Background: an optimization exercise with open tools, aiming at small area, a short achievable clock period and few clock cycles. Do not read the settings as production practice. In this exercise RTL edits were held to simulation tests only and were not proved equivalent to the original.

==> run a: inputs <==
==> flow/design.v (excerpt) <==
module fir_single_chan (
  input clk,
  input rst,
  output logic [15:0] data_addr_rd_o,
  output logic [15:0] data_addr_wr_o,
  input  logic [15:0] data_din_i,
  output logic [15:0] data_dout_o,
  output logic        data_we_o,
  output logic        done_intr
);
==> flow/config.mk <==
export PLATFORM = sky130hd
export DESIGN_NAME = fir_single_chan
export DESIGN_NICKNAME = fir_single_chan
export VERILOG_FILES = /design/flow/design.v
export SDC_FILE = /design/flow/constraint.sdc
export NUM_CORES = 4
export LEC_CHECK = 0
export CAP_MARGIN = 20
export CORE_MARGIN = 2
export CORE_UTILIZATION = 40
export CTS_BUF_LIST = sky130_fd_sc_hd__clkbuf_8
export CTS_CLUSTER_DIAMETER = 80
export CTS_CLUSTER_SIZE = 16
export PLACE_DENSITY = 0.6
export SETUP_SLACK_MARGIN = 3.2
export SLEW_MARGIN = 20
==> flow/constraint.sdc <==
create_clock -name core_clock -period 5.5 [get_ports {clk}]
set_input_delay 1.1000 -clock core_clock [delete_from_list [all_inputs] [get_ports {clk}]]
set_output_delay 1.1000 -clock core_clock [all_outputs]
set_load 0.01 [all_outputs]
standard.sh (not shown) runs the stock make flow with config.mk's settings and CLKGATE_MAP_FILE= SYNTH_SCRIPT=/design/flow/synth_recipe.tcl, a recipe that flattens the netlist after the stock synthesis.
==> flow/flow/run.sh <==
#!/bin/bash
# Own layout flow: the standard ORFS flow (standard.sh, standard synthesis), with the
# ports buffered by plain buffers (buf_1 on inputs, buf_2 on outputs) instead of the delay
# cells buffer_ports picks by default, and sizing not held to the cells' footprints.
# Each tool's output goes to a log here.
set -uo pipefail
here=$(pwd)
bash standard.sh \
  "PRE_GLOBAL_PLACE_TCL=$here/flow/pre_gpl.tcl" \
  'BUFFER_PORTS_ARGS=-outputs -buffer_cell sky130_fd_sc_hd__buf_2' \
  MATCH_CELL_FOOTPRINT=0 \
  finish > flow_make.log 2>&1
status=$?
cp -r orfs/logs flow_logs 2>/dev/null || true
exit $status
==> flow/flow/pre_gpl.tcl <==
# Buffer the input ports with small buffers before the standard buffer_ports call,
# which BUFFER_PORTS_ARGS limits to the outputs.
buffer_ports -inputs -buffer_cell sky130_fd_sc_hd__buf_1
==> inputs of run b, as changes to run a <==
==> flow/flow/run.sh (replaced) <==
#!/bin/bash
# Own layout flow: the standard ORFS flow (standard.sh, standard synthesis), with the
# ports buffered by plain buffers instead of the delay cells buffer_ports picks by default,
# and sizing not held to the cells' footprints. Each tool's output goes to a log here.
set -uo pipefail
bash standard.sh \
  'BUFFER_PORTS_ARGS=-buffer_cell sky130_fd_sc_hd__buf_4' \
  MATCH_CELL_FOOTPRINT=0 \
  finish > flow_make.log 2>&1
status=$?
cp -r orfs/logs flow_logs 2>/dev/null || true
exit $status
--- a/flow/config.mk
+++ b/flow/config.mk
@@ -9,8 +9,8 @@
 export CORE_MARGIN = 2
 export CORE_UTILIZATION = 40
-export CTS_BUF_LIST = sky130_fd_sc_hd__clkbuf_8
-export CTS_CLUSTER_DIAMETER = 80
-export CTS_CLUSTER_SIZE = 16
+export CTS_BUF_LIST = sky130_fd_sc_hd__clkbuf_16
+export CTS_CLUSTER_DIAMETER = 100
+export CTS_CLUSTER_SIZE = 22
 export PLACE_DENSITY = 0.6
-export SETUP_SLACK_MARGIN = 3.2
+export SETUP_SLACK_MARGIN = 3.3
 export SLEW_MARGIN = 20
removed: flow/flow/pre_gpl.tcl
==> inputs of run c, as changes to run a <==
==> flow/flow/run.sh (replaced) <==
#!/bin/bash
# Own layout flow: the standard ORFS flow (standard.sh, standard synthesis), with the
# ports buffered by plain buffers instead of the delay cells buffer_ports picks by default,
# and sizing not held to the cells' footprints. Each tool's output goes to a log here.
set -uo pipefail
bash standard.sh \
  'BUFFER_PORTS_ARGS=-buffer_cell sky130_fd_sc_hd__buf_4' \
  MATCH_CELL_FOOTPRINT=0 \
  finish > flow_make.log 2>&1
status=$?
cp -r orfs/logs flow_logs 2>/dev/null || true
exit $status
==> flow/config.mk (replaced) <==
export PLATFORM = sky130hd
export DESIGN_NAME = fir_single_chan
export DESIGN_NICKNAME = fir_single_chan
export VERILOG_FILES = /design/flow/design.v
export SDC_FILE = /design/flow/constraint.sdc
export NUM_CORES = 4
export LEC_CHECK = 0
export CAP_MARGIN = 20
export CORE_MARGIN = 2
export CORE_UTILIZATION = 55
export CTS_BUF_LIST = sky130_fd_sc_hd__clkbuf_16
export CTS_CLUSTER_DIAMETER = 100
export CTS_CLUSTER_SIZE = 22
export PLACE_DENSITY = 0.7
export SETUP_SLACK_MARGIN = 3.2
export SLEW_MARGIN = 20
removed: flow/flow/pre_gpl.tcl
==> inputs of run d, as changes to run a <==
==> flow/flow/run.sh (replaced) <==
#!/bin/bash
# Own layout flow: the standard ORFS flow (standard.sh), with
#  - the ports buffered by plain buf_2 buffers instead of the delay cells buffer_ports picks,
#  - sizing not held to the cells' footprints,
#  - the slow four- and five-input AND-OR/OR-AND and wide gates added to the platform's
#    don't-use list (flow/dont_use_slow.txt), so synthesis and repair build the adders from
#    simpler, faster gates. The platform's own list is repeated from flow/dont_use_platform.txt
#    because a command-line setting replaces it.
# Registers are untouched: the synthesis is ORFS's, through the standard flow's synth_recipe.tcl.
# Each tool's output goes to a log here.
set -uo pipefail
here=$(pwd)
dont_use="$(cat "$here/flow/dont_use_platform.txt") $(cat "$here/flow/dont_use_slow.txt")"
bash standard.sh \
  'BUFFER_PORTS_ARGS=-buffer_cell sky130_fd_sc_hd__buf_2' \
  MATCH_CELL_FOOTPRINT=0 \
  "DONT_USE_CELLS=$dont_use" \
  finish > flow_make.log 2>&1
status=$?
cp -r orfs/logs flow_logs 2>/dev/null || true
exit $status
==> flow/flow/dont_use_platform.txt (new file) <==
sky130_fd_sc_hd__probe_p_8 sky130_fd_sc_hd__probec_p_8 sky130_fd_sc_hd__lpflow_bleeder_1 sky130_fd_sc_hd__lpflow_clkbufkapwr_1 sky130_fd_sc_hd__lpflow_clkbufkapwr_16 sky130_fd_sc_hd__lpflow_clkbufkapwr_2 sky130_fd_sc_hd__lpflow_clkbufkapwr_4 sky130_fd_sc_hd__lpflow_clkbufkapwr_8 sky130_fd_sc_hd__lpflow_clkinvkapwr_1 sky130_fd_sc_hd__lpflow_clkinvkapwr_16 sky130_fd_sc_hd__lpflow_clkinvkapwr_2 sky130_fd_sc_hd__lpflow_clkinvkapwr_4 sky130_fd_sc_hd__lpflow_clkinvkapwr_8 sky130_fd_sc_hd__lpflow_decapkapwr_12 sky130_fd_sc_hd__lpflow_decapkapwr_3 sky130_fd_sc_hd__lpflow_decapkapwr_4 sky130_fd_sc_hd__lpflow_decapkapwr_6 sky130_fd_sc_hd__lpflow_decapkapwr_8 sky130_fd_sc_hd__lpflow_inputiso0n_1 sky130_fd_sc_hd__lpflow_inputiso0p_1 sky130_fd_sc_hd__lpflow_inputiso1n_1 sky130_fd_sc_hd__lpflow_inputiso1p_1 sky130_fd_sc_hd__lpflow_inputisolatch_1 sky130_fd_sc_hd__lpflow_isobufsrc_1 sky130_fd_sc_hd__lpflow_isobufsrc_16 sky130_fd_sc_hd__lpflow_isobufsrc_2 sky130_fd_sc_hd__lpflow_isobufsrc_4 sky130_fd_sc_hd__lpflow_isobufsrc_8 sky130_fd_sc_hd__lpflow_isobufsrckapwr_16 sky130_fd_sc_hd__lpflow_lsbuf_lh_hl_isowell_tap_1 sky130_fd_sc_hd__lpflow_lsbuf_lh_hl_isowell_tap_2 sky130_fd_sc_hd__lpflow_lsbuf_lh_hl_isowell_tap_4 sky130_fd_sc_hd__lpflow_lsbuf_lh_isowell_4 sky130_fd_sc_hd__lpflow_lsbuf_lh_isowell_tap_1 sky130_fd_sc_hd__lpflow_lsbuf_lh_isowell_tap_2 sky130_fd_sc_hd__lpflow_lsbuf_lh_isowell_tap_4 sky130_fd_sc_hd__fill_1 sky130_fd_sc_hd__fill_2 sky130_fd_sc_hd__fill_4 sky130_fd_sc_hd__fill_8
==> flow/flow/dont_use_slow.txt (new file) <==
sky130_fd_sc_hd__a2111o_* sky130_fd_sc_hd__a2111oi_* sky130_fd_sc_hd__o2111a_* sky130_fd_sc_hd__o2111ai_* sky130_fd_sc_hd__a311o_* sky130_fd_sc_hd__a311oi_* sky130_fd_sc_hd__o311a_* sky130_fd_sc_hd__o311ai_* sky130_fd_sc_hd__a41o_* sky130_fd_sc_hd__a41oi_* sky130_fd_sc_hd__o41a_* sky130_fd_sc_hd__o41ai_* sky130_fd_sc_hd__a221o_* sky130_fd_sc_hd__a221oi_* sky130_fd_sc_hd__o221a_* sky130_fd_sc_hd__o221ai_* sky130_fd_sc_hd__a222oi_* sky130_fd_sc_hd__a32o_* sky130_fd_sc_hd__a32oi_* sky130_fd_sc_hd__o32a_* sky130_fd_sc_hd__o32ai_* sky130_fd_sc_hd__or4_* sky130_fd_sc_hd__and4_* sky130_fd_sc_hd__nor4_* sky130_fd_sc_hd__nand4_* sky130_fd_sc_hd__or4b_* sky130_fd_sc_hd__and4b_* sky130_fd_sc_hd__or4bb_* sky130_fd_sc_hd__and4bb_* sky130_fd_sc_hd__nor4b_* sky130_fd_sc_hd__nand4b_* sky130_fd_sc_hd__nand4bb_* sky130_fd_sc_hd__nor4bb_*
removed: flow/flow/pre_gpl.tcl
==> reports/metrics.cfg <==
[outcome]
status=finished clean

[setup_path]
crit_slowest_cell=fa_2
r2r_cells=10
startpoint=v[0][0]
crit_path_end=pa[18]
r2r_slack_ns=3.20

[final_layout]
multi_input_area_share=0.435
fin_nets=1455

[floorplan]
die_height_um=158

[placement]
pre_cts_slack_ns=2.97

[global_routing]
grt_first_pass_wirelength_um=36000

[drt]
vias=7859

Source of the figures above: run c

==> reports/metrics.cfg <==
[outcome]
status=finished clean

[setup_path]
crit_slowest_cell=ha_1
timing_worst_setup_path_type=reg -> reg
r2r_cells=8

[final_layout]
multi_input_area_share=0.439
fin_nets=1437

[global_routing]
grt_first_pass_wirelength_um=36100

[floorplan]
die_height_um=185

[timing]
rsz0062_at_grt=true

Source of the figures above: run a

==> reports/metrics.cfg <==
[outcome]
status=finished clean

[setup_path]
crit_path_end=v[0][16]
r2r_slack_ns=3.23

[final_layout]
multi_input_area_share=0.436
fin_nets=1470

[drt]
vias=7639

[floorplan]
die_height_um=185

[placement]
pre_cts_slack_ns=2.99

Source of the figures above: run d

==> reports/metrics.cfg <==
[setup_path]
startpoint=v[0][0]
crit_path_end=pa[18]
arrival_ns=2.61
crit_slowest_cell=fa_2
r2r_cells=9

[drt]
vias=7784

[final_layout]
fin_nets=1467

[outcome]
status=finished clean

[global_routing]
grt_first_pass_wirelength_um=37600

[placement]
dpl.cell_count=1649
pre_cts_slack_ns=3.00

Source of the figures above: run b

Testbench counts of run a, summed over its fixed seeds: cycles 262,196.
Testbench counts of run b, summed over its fixed seeds: cycles 262,196.
Testbench counts of run c, summed over its fixed seeds: cycles 262,196.
Testbench counts of run d, summed over its fixed seeds: cycles 262,196.

separate check: timing with driven ports:
Ports are ideal in the flow. The routed layouts listed here were re-timed in OpenROAD.
Step 1 (the two cells are an assumption about what drives the block):
set clk [get_ports {clk}]
set_driving_cell -lib_cell sky130_fd_sc_hd__clkbuf_16 $clk
set_driving_cell -lib_cell sky130_fd_sc_hd__buf_2 [delete_from_list [all_inputs] $clk]
Step 2 times the ports against the registers' clock, not the clock port: input delays grow and output delays shrink by t, the midpoint of the rising clock arrivals with the driver on.
Slacks: ideal ports / drivers / drivers and shift; pairs: ideal ports / drivers.
run	shift t [ns]	slack for setup (ns)	clock arrival spread, ns	worst register clock-pin slew, ns	worst slew at a driven data input, ns
run a	0.585	3.245 / 3.221 / 3.184	0.017 / 0.017	0.11 / 0.11	0.56
run b	0.540	3.274 / 3.274 / 3.117	0.013 / 0.013	0.09 / 0.09	0.04
run c	0.550	3.198 / 3.198 / 3.134	0.020 / 0.021	0.09 / 0.09	0.05
run d	0.593	3.228 / 3.228 / 3.144	0.024 / 0.023	0.10 / 0.10	0.03
After both steps setup and hold are still met in every run listed. The setup slack of run b, which loses most, moves by 0.000 ns with the drivers and by -0.157 ns with both steps.
